Source: an optimization exercise on an open RTL-to-GDS flow (aim: small area). Production flows keep margins and buffers that such runs may drop. Function was checked by simulation only, so behaviour that the tests miss may differ from the original. Power and IR drop assume default switching activity.

==> 09-15: inputs <==
==> flow/design.v (excerpt) <==
module IKAOPM #(parameter FULLY_SYNCHRONOUS = 1, parameter FAST_RESET = 0) (
    input   wire            i_EMUCLK,  
    input   wire            i_phiM_PCEN_n,  
    input   wire            i_IC_n,    
    output  wire            o_phi1,
    input   wire            i_CS_n,
    input   wire            i_RD_n,
    input   wire            i_WR_n,
    input   wire            i_A0,
    input   wire    [7:0]   i_D,
    output  wire    [7:0]   o_D,
    output  wire            o_D_OE,
    output  wire            o_CT2,  
    output  wire            o_CT1,  
    output  wire            o_IRQ_n,
    output  wire            o_SH1,
    output  wire            o_SH2,
    output  wire            o_SO,
    output  wire            o_EMU_R_SAMPLE, o_EMU_L_SAMPLE,
    output  wire signed     [15:0]  o_EMU_R_EX, o_EMU_L_EX,
    output  wire signed     [15:0]  o_EMU_R, o_EMU_L
);
clock: 10.0 ns
lec_check: 0
cap_margin: 20
core_margin: 2
core_utilization: 40
place_density: 0.6
slew_margin: 20
run.sh (not shown) runs the stock make flow with config.mk's settings and CLKGATE_MAP_FILE= SYNTH_SCRIPT=/design/flow/synth_recipe.tcl, a recipe that flattens the netlist after the stock synthesis.
==> 04-14: changes against 09-15 <==
Settings changed: CORE_UTILIZATION 40 to 65, CTS_BUF_LIST set to sky130_fd_sc_hd__clkbuf_16, CTS_CLUSTER_DIAMETER set to 50, CTS_CLUSTER_SIZE set to 30, PLACE_DENSITY 0.6 to 0.75.
==> 01-27: changes against 09-15 <==
Settings changed: CORE_UTILIZATION 40 to 65, CTS_BUF_LIST set to sky130_fd_sc_hd__clkbuf_8, CTS_CLUSTER_DIAMETER set to 40, CTS_CLUSTER_SIZE set to 18, PLACE_DENSITY 0.6 to 0.75.
==> results.txt <==
| metric | 01-27 | 09-15 | 04-14 |
|---|---|---|---|
| Rel. slew slack | 27.3% | 24.1% | 17.6% |
| Maximum clock frequency | 189 MHz | 189 MHz | 188 MHz |
| Vias in the first global route | 75.1k | 74.7k | 75.5k |
| Routed vias | 76.8k | 76.2k | 76.7k |
| Part of the power in the clock network | 37.3% | 41.1% | 40.7% |
| Post-DR vias/cell | 5.76 | 4.97 | 5.86 |
| Final Wtd Congestion | 0.860 | 0.852 | 0.860 |
| Site row count | 184 | 235 | 184 |
| Clock buf count | 499 | 528 | 366 |
| Start point of the worst hold path | REG.FULLY_SYNCHRONOUS_1_busctrl.cs_n_syncchain[0]$_DFF_P_ | - | ACC.l_sample_det[0]$_SDFF_PN0_ |
| Endpoint of the worst hold-timing path | REG.FULLY_SYNCHRONOUS_1_busctrl.cs_n_syncchain[1]$_DFF_P_ | - | ACC.l_sample_det[1]$_DFF_P_ |
| Non-clock buffering overhead in the final layout | 0.929% | 0.940% | 0.920% |
| Length of routed met2 wiring | 130000 µm | 126000 µm | 139000 µm |
| Seq area share | 74.0% | 71.9% | 73.2% |
| Minimum clock period after layout | 5.30 ns | 5.28 ns | 5.33 ns |
| Number of nets in the final layout | 9968 | 9910 | 9846 |
| Clock distribution area overhead in the final layout | 6.30% | 7.43% | 7.29% |
| Combined global-route utilization of all metal layers | 21.4% | 13.4% | 22.3% |
| Outcome | no timing/DRC/antenna violations | no timing/DRC/antenna violations | no timing/DRC/antenna violations |
| Post-CTS clock slew at the launch and capture registers of the worst setup and hold paths | 0.10 ns | 0.06 ns | 0.08 ns |
| Switching fraction of total power | 22.6% | 20.7% | 23.3% |
| Cell-internal power | 27.8 mW | 30.4 mW | 29.2 mW |
| Die span in y | 506 µm | 644 µm | 506 µm |
| Final critical-path setup slack | 4.70 ns | 4.72 ns | 4.67 ns |
| Effective utilization at floorplan | 65.3% | 40.1% | 65.3% |

---

==> job 1566 <==
IKAOPM, a different RTL version from the one above (not shown whole).
export LEC_CHECK = 0
export CAP_MARGIN = 20
export CORE_MARGIN = 2
export CORE_UTILIZATION = 72
export CTS_BUF_LIST = sky130_fd_sc_hd__clkbuf_8
export CTS_CLUSTER_DIAMETER = 60
export CTS_CLUSTER_SIZE = 15
export PLACE_DENSITY = 0.82
export SLEW_MARGIN = 20
create_clock -name core_clock -period 10.0 [get_ports {i_EMUCLK}]
==> inputs of job 6326, as changes to job 1566 <==
--- a/flow/design.v
+++ b/flow/design.v
@@ -1694,45 +1694,49 @@
         case(cyc6r_cyc9r_envstate_previous[1])
             ATTACK:         cyc8c_egparam = i_AR;
             FIRST_DECAY:    cyc8c_egparam = i_D1R;
             SECOND_DECAY:   cyc8c_egparam = i_D2R;
             RELEASE:        cyc8c_egparam = {i_RR, 1'b1};
         endcase
     end
 end
-reg     [4:0]   cyc8r_egparam;
+reg     [4:0]   cyc8c_keyscale;
+always @(*) begin
+    case(i_KS)
+        2'd0: cyc8c_keyscale = (cyc8c_egparam == 5'd0) ? 5'd0 : {3'b000, i_EG_PDELTA_SHIFT_AMOUNT[4:3]};
+        2'd1: cyc8c_keyscale = {2'b00, i_EG_PDELTA_SHIFT_AMOUNT[4:2]};
+        2'd2: cyc8c_keyscale = {1'b0, i_EG_PDELTA_SHIFT_AMOUNT[4:1]};
+        2'd3: cyc8c_keyscale = i_EG_PDELTA_SHIFT_AMOUNT;
+    endcase
+end
+wire    [6:0]   cyc8c_egparam_scaled_adder = {cyc8c_egparam, 1'b0} + {1'b0, cyc8c_keyscale};
 reg             cyc8r_egparam_zero;
+reg     [5:0]   cyc8r_egparam_scaled;
+reg             cyc8r_egparam_scaled_fullrate;
 reg     [3:0]   cyc8r_d1l;
-reg     [4:0]   cyc8r_keyscale;
 always @(posedge i_EMUCLK) if(!phi1ncen_n) begin
-    cyc8r_egparam <= cyc8c_egparam;
     cyc8r_egparam_zero <= cyc8c_egparam == 5'd0;
+    cyc8r_egparam_scaled <= cyc8c_egparam_scaled_adder[6] ? 6'd63 : cyc8c_egparam_scaled_adder[5:0];  
+    cyc8r_egparam_scaled_fullrate <= cyc8c_egparam_scaled_adder[5:1] == 5'b11111;  
     cyc8r_d1l <= i_D1L;
-    case(i_KS)
-        2'd0: cyc8r_keyscale <= (cyc8c_egparam == 5'd0) ? 5'd0 : {3'b000, i_EG_PDELTA_SHIFT_AMOUNT[4:3]};
-        2'd1: cyc8r_keyscale <= {2'b00, i_EG_PDELTA_SHIFT_AMOUNT[4:2]};
-        2'd2: cyc8r_keyscale <= {1'b0, i_EG_PDELTA_SHIFT_AMOUNT[4:1]};
-        2'd3: cyc8r_keyscale <= i_EG_PDELTA_SHIFT_AMOUNT;
-    endcase
 end
-wire    [6:0]   cyc9c_egparam_scaled_adder = {cyc8r_egparam, 1'b0} + {1'b0, cyc8r_keyscale};
 wire    [9:0]   cyc40r_attenlevel_previous;  
 reg             cyc9r_egparam_zero;
 reg     [5:0]   cyc9r_egparam_scaled;
 reg             cyc9r_egparam_scaled_fullrate;
 reg     [3:0]   cyc9r_d1l;
 reg             cyc9r_third_sample;
 reg     [1:0]   cyc9r_envcntr;
 reg     [3:0]   cyc9r_attenrate;
 reg     [9:0]   cyc9r_attenlevel_previous;
 always @(posedge i_EMUCLK) if(!phi1ncen_n) begin
     cyc9r_egparam_zero <= cyc8r_egparam_zero;
-    cyc9r_egparam_scaled <= cyc9c_egparam_scaled_adder[6] ? 6'd63 : cyc9c_egparam_scaled_adder[5:0];  
-    cyc9r_egparam_scaled_fullrate <= cyc9c_egparam_scaled_adder[5:1] == 5'b11111;  
+    cyc9r_egparam_scaled <= cyc8r_egparam_scaled;
+    cyc9r_egparam_scaled_fullrate <= cyc8r_egparam_scaled_fullrate;
     cyc9r_d1l <= cyc8r_d1l;
     cyc9r_third_sample <= third_sample;
     cyc9r_envcntr <= envcntr;
     cyc9r_attenrate <= attenrate;
     cyc9r_attenlevel_previous <= cyc40r_attenlevel_previous;
 end
 reg             cyc10c_envdeltaweight_intensity;  
 always @(*) begin
@@ -1898,16 +1902,17 @@
     input   wire            i_CYCLE_04_12_20_28,
     input   wire    [2:0]   i_ALG_T5,  
     input   wire    [2:0]   i_ALG_T6,  
     input   wire    [2:0]   i_FL_T6,  
     input   wire            i_TEST_D4,  
     input   wire    [9:0]   i_OP_PHASEDATA,
     input   wire    [9:0]   i_OP_ATTENLEVEL,
     output  wire            o_ACC_SNDADD,
+    output  wire    [13:0]  o_ACC_OPDATA_Z,
     output  wire    [13:0]  o_ACC_OPDATA
 );
 wire            phi1pcen_n = i_phi1_PCEN_n;
 wire            phi1ncen_n = i_phi1_NCEN_n;
 wire            mrst_n = i_MRST_n;
 wire    [1:0]   algst_cntr;
 primitive_counter #(.WIDTH(2)) u_op_algst_cntr (
     .i_EMUCLK(i_EMUCLK), .i_PCEN_n(phi1pcen_n), .i_NCEN_n(phi1ncen_n),
@@ -1918,61 +1923,57 @@
 wire    [10:0]  cyc41c_modded_phase_adder = !mrst_n ? 10'd0 : i_OP_PHASEDATA + cyc56r_phasemod_value;
 reg     [7:0]   cyc41r_logsinrom_phase;
 reg             cyc41r_level_fp_sign;
 always @(posedge i_EMUCLK) if(!phi1ncen_n) begin
     cyc41r_logsinrom_phase <= cyc41c_modded_phase_adder[8] ?  cyc41c_modded_phase_adder[7:0] : 
                                                              ~cyc41c_modded_phase_adder[7:0];
     cyc41r_level_fp_sign <= cyc41c_modded_phase_adder[9];  
 end
-wire    [45:0]  cyc42r_logsinrom_out;
-op_submdl_logsinrom u_cyc42r_logsinrom (
-    .i_EMUCLK(i_EMUCLK), .i_CEN_n(phi1ncen_n), .i_ADDR(cyc41r_logsinrom_phase[5:1]), .o_DATA(cyc42r_logsinrom_out)
-);
-reg             cyc42r_logsinrom_phase_odd;
-reg     [1:0]   cyc42r_logsinrom_bitsel;
+reg     [7:0]   cyc42r_logsinrom_phase, cyc43r_logsinrom_phase;
 reg             cyc42r_level_fp_sign;
 always @(posedge i_EMUCLK) if(!phi1ncen_n) begin
-    cyc42r_logsinrom_phase_odd <= cyc41r_logsinrom_phase[0];
-    cyc42r_logsinrom_bitsel <= cyc41r_logsinrom_phase[7:6];
+    cyc42r_logsinrom_phase <= cyc41r_logsinrom_phase;
+    cyc43r_logsinrom_phase <= cyc42r_logsinrom_phase;
     cyc42r_level_fp_sign <= cyc41r_level_fp_sign;
 end
-wire    [45:0]  ls = cyc42r_logsinrom_out;  
-wire            odd = cyc42r_logsinrom_phase_odd;  
+wire    [45:0]  cyc43c_logsinrom_out;
+op_submdl_logsinrom u_cyc43c_logsinrom (
+    .i_ADDR(cyc43r_logsinrom_phase[5:1]), .o_DATA(cyc43c_logsinrom_out)
+);
+wire    [45:0]  ls = cyc43c_logsinrom_out;  
+wire            odd = cyc43r_logsinrom_phase[0];  
+wire    [1:0]   cyc42r_logsinrom_bitsel = cyc43r_logsinrom_phase[7:6];  
 reg     [10:0]  cyc43c_logsinrom_addend0, cyc43c_logsinrom_addend1;
 always @(*) begin
     case(cyc42r_logsinrom_bitsel)
         2'd0: cyc43c_logsinrom_addend0 = {  1'b0,   1'b0,   1'b0,   1'b0,   1'b0,   1'b0, ls[29], ls[25], ls[18], ls[14],  ls[3]};
         2'd1: cyc43c_logsinrom_addend0 = {  1'b0,   1'b0,   1'b0,   1'b0, ls[37], ls[34], ls[28], ls[24], ls[17], ls[13],  ls[2]};
         2'd2: cyc43c_logsinrom_addend0 = {  1'b0,   1'b0, ls[43], ls[41], ls[36], ls[33], ls[27], ls[23], ls[16], ls[12],  ls[1]};
         2'd3: cyc43c_logsinrom_addend0 = {ls[45], ls[44], ls[42], ls[40], ls[35], ls[32], ls[26], ls[22], ls[15], ls[11],  ls[0]};
     endcase
     case(cyc42r_logsinrom_bitsel)
         2'd0: cyc43c_logsinrom_addend1 = {  1'b0,   1'b0,   1'b0,   1'b0,   1'b0,   1'b0,   1'b0,   1'b0,   1'b0,   1'b0,  ls[7]} & {2'b00, {9{odd}}};
         2'd1: cyc43c_logsinrom_addend1 = {  1'b0,   1'b0,   1'b0,   1'b0,   1'b0,   1'b0,   1'b0,   1'b0,   1'b0, ls[10],  ls[6]} & {2'b00, {9{odd}}};
         2'd2: cyc43c_logsinrom_addend1 = {  1'b0,   1'b0,   1'b0,   1'b0,   1'b0,   1'b0,   1'b0,   1'b0, ls[20],  ls[9],  ls[5]} & {2'b00, {9{odd}}};
         2'd3: cyc43c_logsinrom_addend1 = {  1'b0,   1'b0, ls[39], ls[39], ls[38], ls[31], ls[30], ls[21], ls[19],  ls[8],  ls[4]} & {2'b00, {9{odd}}};
     endcase 
 end
-reg     [11:0]  cyc43r_logsin_raw;
+wire    [11:0]  cyc43c_logsin_raw = cyc43c_logsinrom_addend0 + cyc43c_logsinrom_addend1;
+wire    [12:0]  cyc43c_logsin_attenuated = cyc43c_logsin_raw + {i_OP_ATTENLEVEL, 2'b00};
 reg             cyc43r_level_fp_sign;
-always @(posedge i_EMUCLK) if(!phi1ncen_n) begin
-    cyc43r_logsin_raw <= cyc43c_logsinrom_addend0 + cyc43c_logsinrom_addend1;
-    cyc43r_level_fp_sign <= cyc42r_level_fp_sign;
-end
-reg     [12:0]  cyc44r_logsin_attenuated;
+reg     [11:0]  cyc44r_logsin_saturated;
 reg             cyc44r_level_fp_sign;
-always @(posedge i_EMUCLK) if(!phi1ncen_n) begin
-    cyc44r_logsin_attenuated <= cyc43r_logsin_raw + {i_OP_ATTENLEVEL, 2'b00};
-    cyc44r_level_fp_sign <= cyc43r_level_fp_sign;
-end
 reg     [11:0]  cyc45r_logsin_saturated;
 reg             cyc45r_level_fp_sign;
 always @(posedge i_EMUCLK) if(!phi1ncen_n) begin
-    cyc45r_logsin_saturated <= cyc44r_logsin_attenuated[12] ? 12'd4095 : cyc44r_logsin_attenuated[11:0];  
+    cyc43r_level_fp_sign <= cyc42r_level_fp_sign;
+    cyc44r_logsin_saturated <= cyc43c_logsin_attenuated[12] ? 12'd4095 : cyc43c_logsin_attenuated[11:0];  
+    cyc44r_level_fp_sign <= cyc43r_level_fp_sign;
+    cyc45r_logsin_saturated <= cyc44r_logsin_saturated;
     cyc45r_level_fp_sign <= cyc44r_level_fp_sign;
 end
 wire    [44:0]  cyc46r_exprom_out;
 op_submdl_exprom u_cyc46r_exprom (
     .i_EMUCLK(i_EMUCLK), .i_CEN_n(phi1ncen_n), .i_ADDR(cyc45r_logsin_saturated[5:1]), .o_DATA(cyc46r_exprom_out)
 );
 reg             cyc46r_logsin_even;
 reg     [1:0]   cyc46r_exprom_bitsel;
@@ -2063,16 +2064,17 @@
         2'd1: cyc53c_accumulation_en = cyc52r_algtype == 3'd7 || cyc52r_algtype == 3'd6 || cyc52r_algtype == 3'd5;  
         2'd2: cyc53c_accumulation_en = cyc52r_algtype == 3'd7 || cyc52r_algtype == 3'd6 || cyc52r_algtype == 3'd5 || cyc52r_algtype == 3'd4;  
         2'd3: cyc53c_accumulation_en = 1'b1;  
     endcase
 end
 reg     [1:0]   cyc53r_algst;
 wire    [2:0]   cyc53r_algtype = i_ALG_T6;
 reg     [13:0]  cyc53r_OP_current;
+assign  o_ACC_OPDATA_Z = cyc53r_OP_current;
 always @(posedge i_EMUCLK) if(!phi1ncen_n) begin
     cyc53r_algst <= cyc52r_algst;
     cyc53r_OP_current <= cyc52r_level_signed;
 end
 wire            cyc53r_M1_z_ld = cyc53r_algst == 2'd0;
 wire            cyc53r_M1_zz_ld = cyc53r_algst == 2'd0;
 wire            cyc53r_C1_z_ld = cyc53r_algst == 2'd2;
 wire    [13:0]  cyc53r_M1_z_reg_out, cyc53r_M1_zz_reg_out, cyc53r_C1_z_reg_out;
@@ -2151,26 +2153,22 @@
 reg     [9:0]   cyc54r_phasemod_value, cyc55r_phasemod_value;
 always @(posedge i_EMUCLK) if(!phi1ncen_n) begin
     cyc54r_phasemod_value <= cyc53c_phasemod_value;
     cyc55r_phasemod_value <= cyc54r_phasemod_value;
     cyc56r_phasemod_value <= cyc55r_phasemod_value;
 end
 endmodule
 module op_submdl_logsinrom (
-    input   wire            i_EMUCLK,  
-    input   wire            i_CEN_n,  
     input   wire    [4:0]   i_ADDR,
     output  reg     [45:0]  o_DATA
 );
-reg     [4:0]   addr_r;
-always @(posedge i_EMUCLK) if(!i_CEN_n) addr_r <= i_ADDR;
 localparam [1471:0] ROM_DATA = 1472'he6f1ee78769ed74fb784ca1a5f4c8ce568282ffc9d4439a09ab5d87269d2ea5940d23749991e91249c2d68b0841970855f7d52edc20571555974ced6b5e543d33a1aeca3714ccc2debb60533207a82ebf48ec1da05ac523908ae52ef48e02195ade521515b7e9464854449c7ca921411648eb71c3c739ac9dc70f1863c27a1c3853875a9870e01cae3771c1c152e2ff07050d89335a1c1426202de87040c0ba3691c10032c4dc860d04c8b360183410244d04609110aaa52;
 always @(*) begin
-    o_DATA = ROM_DATA[addr_r*46 +: 46];
+    o_DATA = ROM_DATA[i_ADDR*46 +: 46];
 end
 endmodule
 module op_submdl_exprom (
     input   wire            i_EMUCLK,  
     input   wire            i_CEN_n,  
     input   wire    [4:0]   i_ADDR,
     output  reg     [44:0]  o_DATA
 );
@@ -2190,34 +2188,36 @@
     input   wire            i_CYCLE_29,
     input   wire            i_CYCLE_00_16,
     input   wire            i_CYCLE_06_22,
     input   wire            i_CYCLE_01_TO_16,
     input   wire            i_NE,
     input   wire    [1:0]   i_RL,
     input   wire            i_ACC_SNDADD,
     input   wire    [13:0]  i_ACC_OPDATA,
+    input   wire    [13:0]  i_ACC_OPDATA_Z,  
     input   wire    [13:0]  i_ACC_NOISE,
     output  reg             o_SO,
     output  reg             o_EMU_R_SAMPLE, o_EMU_L_SAMPLE,
     output  reg signed      [15:0]  o_EMU_R_EX, o_EMU_L_EX,
     output  wire signed     [15:0]  o_EMU_R, o_EMU_L
 );
 wire            phi1ncen_n = i_phi1_NCEN_n;
 wire            mrst_n = i_MRST_n;
 reg             cycle_13, cycle_01_17, cycle_02_to_17;
 always @(posedge i_EMUCLK) if(!phi1ncen_n) begin
     cycle_13 <= i_CYCLE_12;
     cycle_01_17 <= i_CYCLE_00_16;
     cycle_02_to_17 <= i_CYCLE_01_TO_16;
 end
-reg     [13:0]  sound_inlatch;
+reg             sound_inlatch_noise_sel;
+wire    [13:0]  sound_inlatch = sound_inlatch_noise_sel ? i_ACC_NOISE : i_ACC_OPDATA_Z;
 reg             r_add, l_add;
 always @(posedge i_EMUCLK) if(!phi1ncen_n) begin
-    sound_inlatch <= (i_NE & i_CYCLE_12) ? i_ACC_NOISE : i_ACC_OPDATA;
+    sound_inlatch_noise_sel <= i_NE & i_CYCLE_12;
     r_add <= i_ACC_SNDADD & i_RL[1];
     l_add <= i_ACC_SNDADD & i_RL[0];
 end
 reg     [17:0]  r_accumulator, l_accumulator;
 always @(posedge i_EMUCLK) if(!phi1ncen_n) begin
     if(!mrst_n) begin
         r_accumulator <= 18'd0;  
         l_accumulator <= 18'd0;
@@ -2513,17 +2513,17 @@
 wire    [6:0]   tl;
 wire    [1:0]   ams;
 wire    [9:0]   op_attenlevel, op_phasedata;
 wire    [2:0]   alg_t5, alg_t6, fl_t6;
 wire            ne;
 wire    [1:0]   rl;
 wire            acc_snd_add;
 wire    [13:0]  acc_noise;
-wire    [13:0]  acc_opdata;
+wire    [13:0]  acc_opdata, acc_opdata_z;
 wire    [7:0]   clka1, clkb;
 wire    [1:0]   clka2;
 wire    [5:0]   timerctrl;
 wire            timera_flag, timerb_flag, timera_ovfl;
 wire    [7:0]   test;
 wire            reg_phase_ch6_c2, reg_attenlevel_ch8_c2, reg_lfo_clk;
 IKAOPM_timinggen #(
     .FULLY_SYNCHRONOUS          (FULLY_SYNCHRONOUS          ),
@@ -2713,32 +2713,34 @@
     .i_CYCLE_04_12_20_28        (cycle_04_12_20_28          ),
     .i_ALG_T5                   (alg_t5                     ),
     .i_ALG_T6                   (alg_t6                     ),
     .i_FL_T6                    (fl_t6                      ),
     .i_TEST_D4                  (test[4]                    ),
     .i_OP_PHASEDATA             (op_phasedata               ),
     .i_OP_ATTENLEVEL            (op_attenlevel              ),
     .o_ACC_SNDADD               (acc_snd_add                ),
+    .o_ACC_OPDATA_Z             (acc_opdata_z               ),
     .o_ACC_OPDATA               (acc_opdata                 )
 );
 IKAOPM_acc ACC (
     .i_EMUCLK                   (i_EMUCLK                   ),
     .i_MRST_n                   (mrst_n                     ),
     .i_phi1_PCEN_n              (phi1pcen_n                 ),
     .i_phi1_NCEN_n              (phi1ncen_n                 ),
     .i_CYCLE_12                 (cycle_12                   ),
     .i_CYCLE_29                 (cycle_29                   ),
     .i_CYCLE_00_16              (cycle_00_16                ),
     .i_CYCLE_06_22              (cycle_06_22                ),
     .i_CYCLE_01_TO_16           (cycle_01_to_16             ),
     .i_NE                       (ne                         ),
     .i_RL                       (rl                         ),
     .i_ACC_SNDADD               (acc_snd_add                ),
     .i_ACC_OPDATA               (acc_opdata                 ),
+    .i_ACC_OPDATA_Z             (acc_opdata_z               ),
     .i_ACC_NOISE                (acc_noise                  ),
     .o_SO                       (o_SO                       ),
     .o_EMU_R_SAMPLE             (o_EMU_R_SAMPLE             ),
     .o_EMU_R_EX                 (o_EMU_R_EX                 ),
     .o_EMU_R                    (o_EMU_R                    ),
     .o_EMU_L_SAMPLE             (o_EMU_L_SAMPLE             ),
     .o_EMU_L_EX                 (o_EMU_L_EX                 ),
     .o_EMU_L                    (o_EMU_L                    )
==> qor summary <==
| item | job 6326 | job 1566 |
|---|---|---|
| Switch share | 21.4% | 21.1% |
| Clk power | 0.00855 W | 0.00840 W |
| Tightest Pin Transition | 1.13 ns | 1.15 ns |
| Met3 Resource Use GR | 3.19% | 3.30% |
| Timing-limited maximum frequency | 138 MHz | 144 MHz |
| Seq area share | 75.9% | 76.0% |
| Overall die area | 220000 µm² | 221000 µm² |
| Wire length of the first global-routing pass | 436000 µm | 428000 µm |
| Outcome | no timing/DRC/antenna violations | no timing/DRC/antenna violations |
| CP bufs+invs | 3 | 2 |
| Total net switching power | 0.00642 W | 0.00631 W |
| Mean instance size in the synthesized netlist | 17.4 µm² | 17.3 µm² |
| Via count normalized by instance count | 6.15 | 6.12 |
| Combined area of the multi-input logic cells | 28000 µm² | 28200 µm² |
| Synthesized netlist net count | 9362 | 9426 |
| Sequential cell count | 4222 | 4242 |
| Antenna cell count | 4 | 8 |
| Synth Cell Area | 156000 µm² | 157000 µm² |
| Number of clock buffers inserted by TritonCTS | 341 | 339 |
| Power share of the clock group | 28.5% | 28.1% |
| Layout clock area frac | 3.32% | 3.23% |

## separate check: timing with driven ports
How much do the figures lean on ideal ports? The routed layouts below were timed once more, with nothing changed but the port constraints. Step 1: set_driving_cell puts a clkbuf_16 on i_EMUCLK and a buf_2 on each other input, an assumption about the parent block. Step 2 also shifts input and output timing later by t, the mid clock arrival at the registers, as if the neighbouring blocks saw the same clock. Three values: ideal ports, drivers, drivers and shift; two values: the first two.
run | shift t [ns] | setup WS [ns] | hold WS [ns] | worst setup path after step 2 | pins driven straight from the clock port
09-15 | 1.055 | 4.723 / 4.702 / 4.457 | 0.278 / 0.278 / 0.278 | input to register | 1
04-14 | 1.064 | 4.673 / 4.651 / 4.294 | 0.333 / 0.333 / 0.333 | input to register | 1
01-27 | 1.173 | 4.702 / 4.679 / 4.379 | 0.314 / 0.314 / 0.314 | input to register | 1
job 1566 | 1.139 | 3.067 / 3.067 / 3.067 | 0.300 / 0.300 / 0.300 | register to register | 1
job 6326 | 1.136 | 2.737 / 2.737 / 2.737 | 0.306 / 0.306 / 0.306 | register to register | 1
After both steps every run listed still meets setup and hold. For 04-14, which loses most, drivers alone change the setup slack by -0.022 ns; drivers and shift together by -0.379 ns.
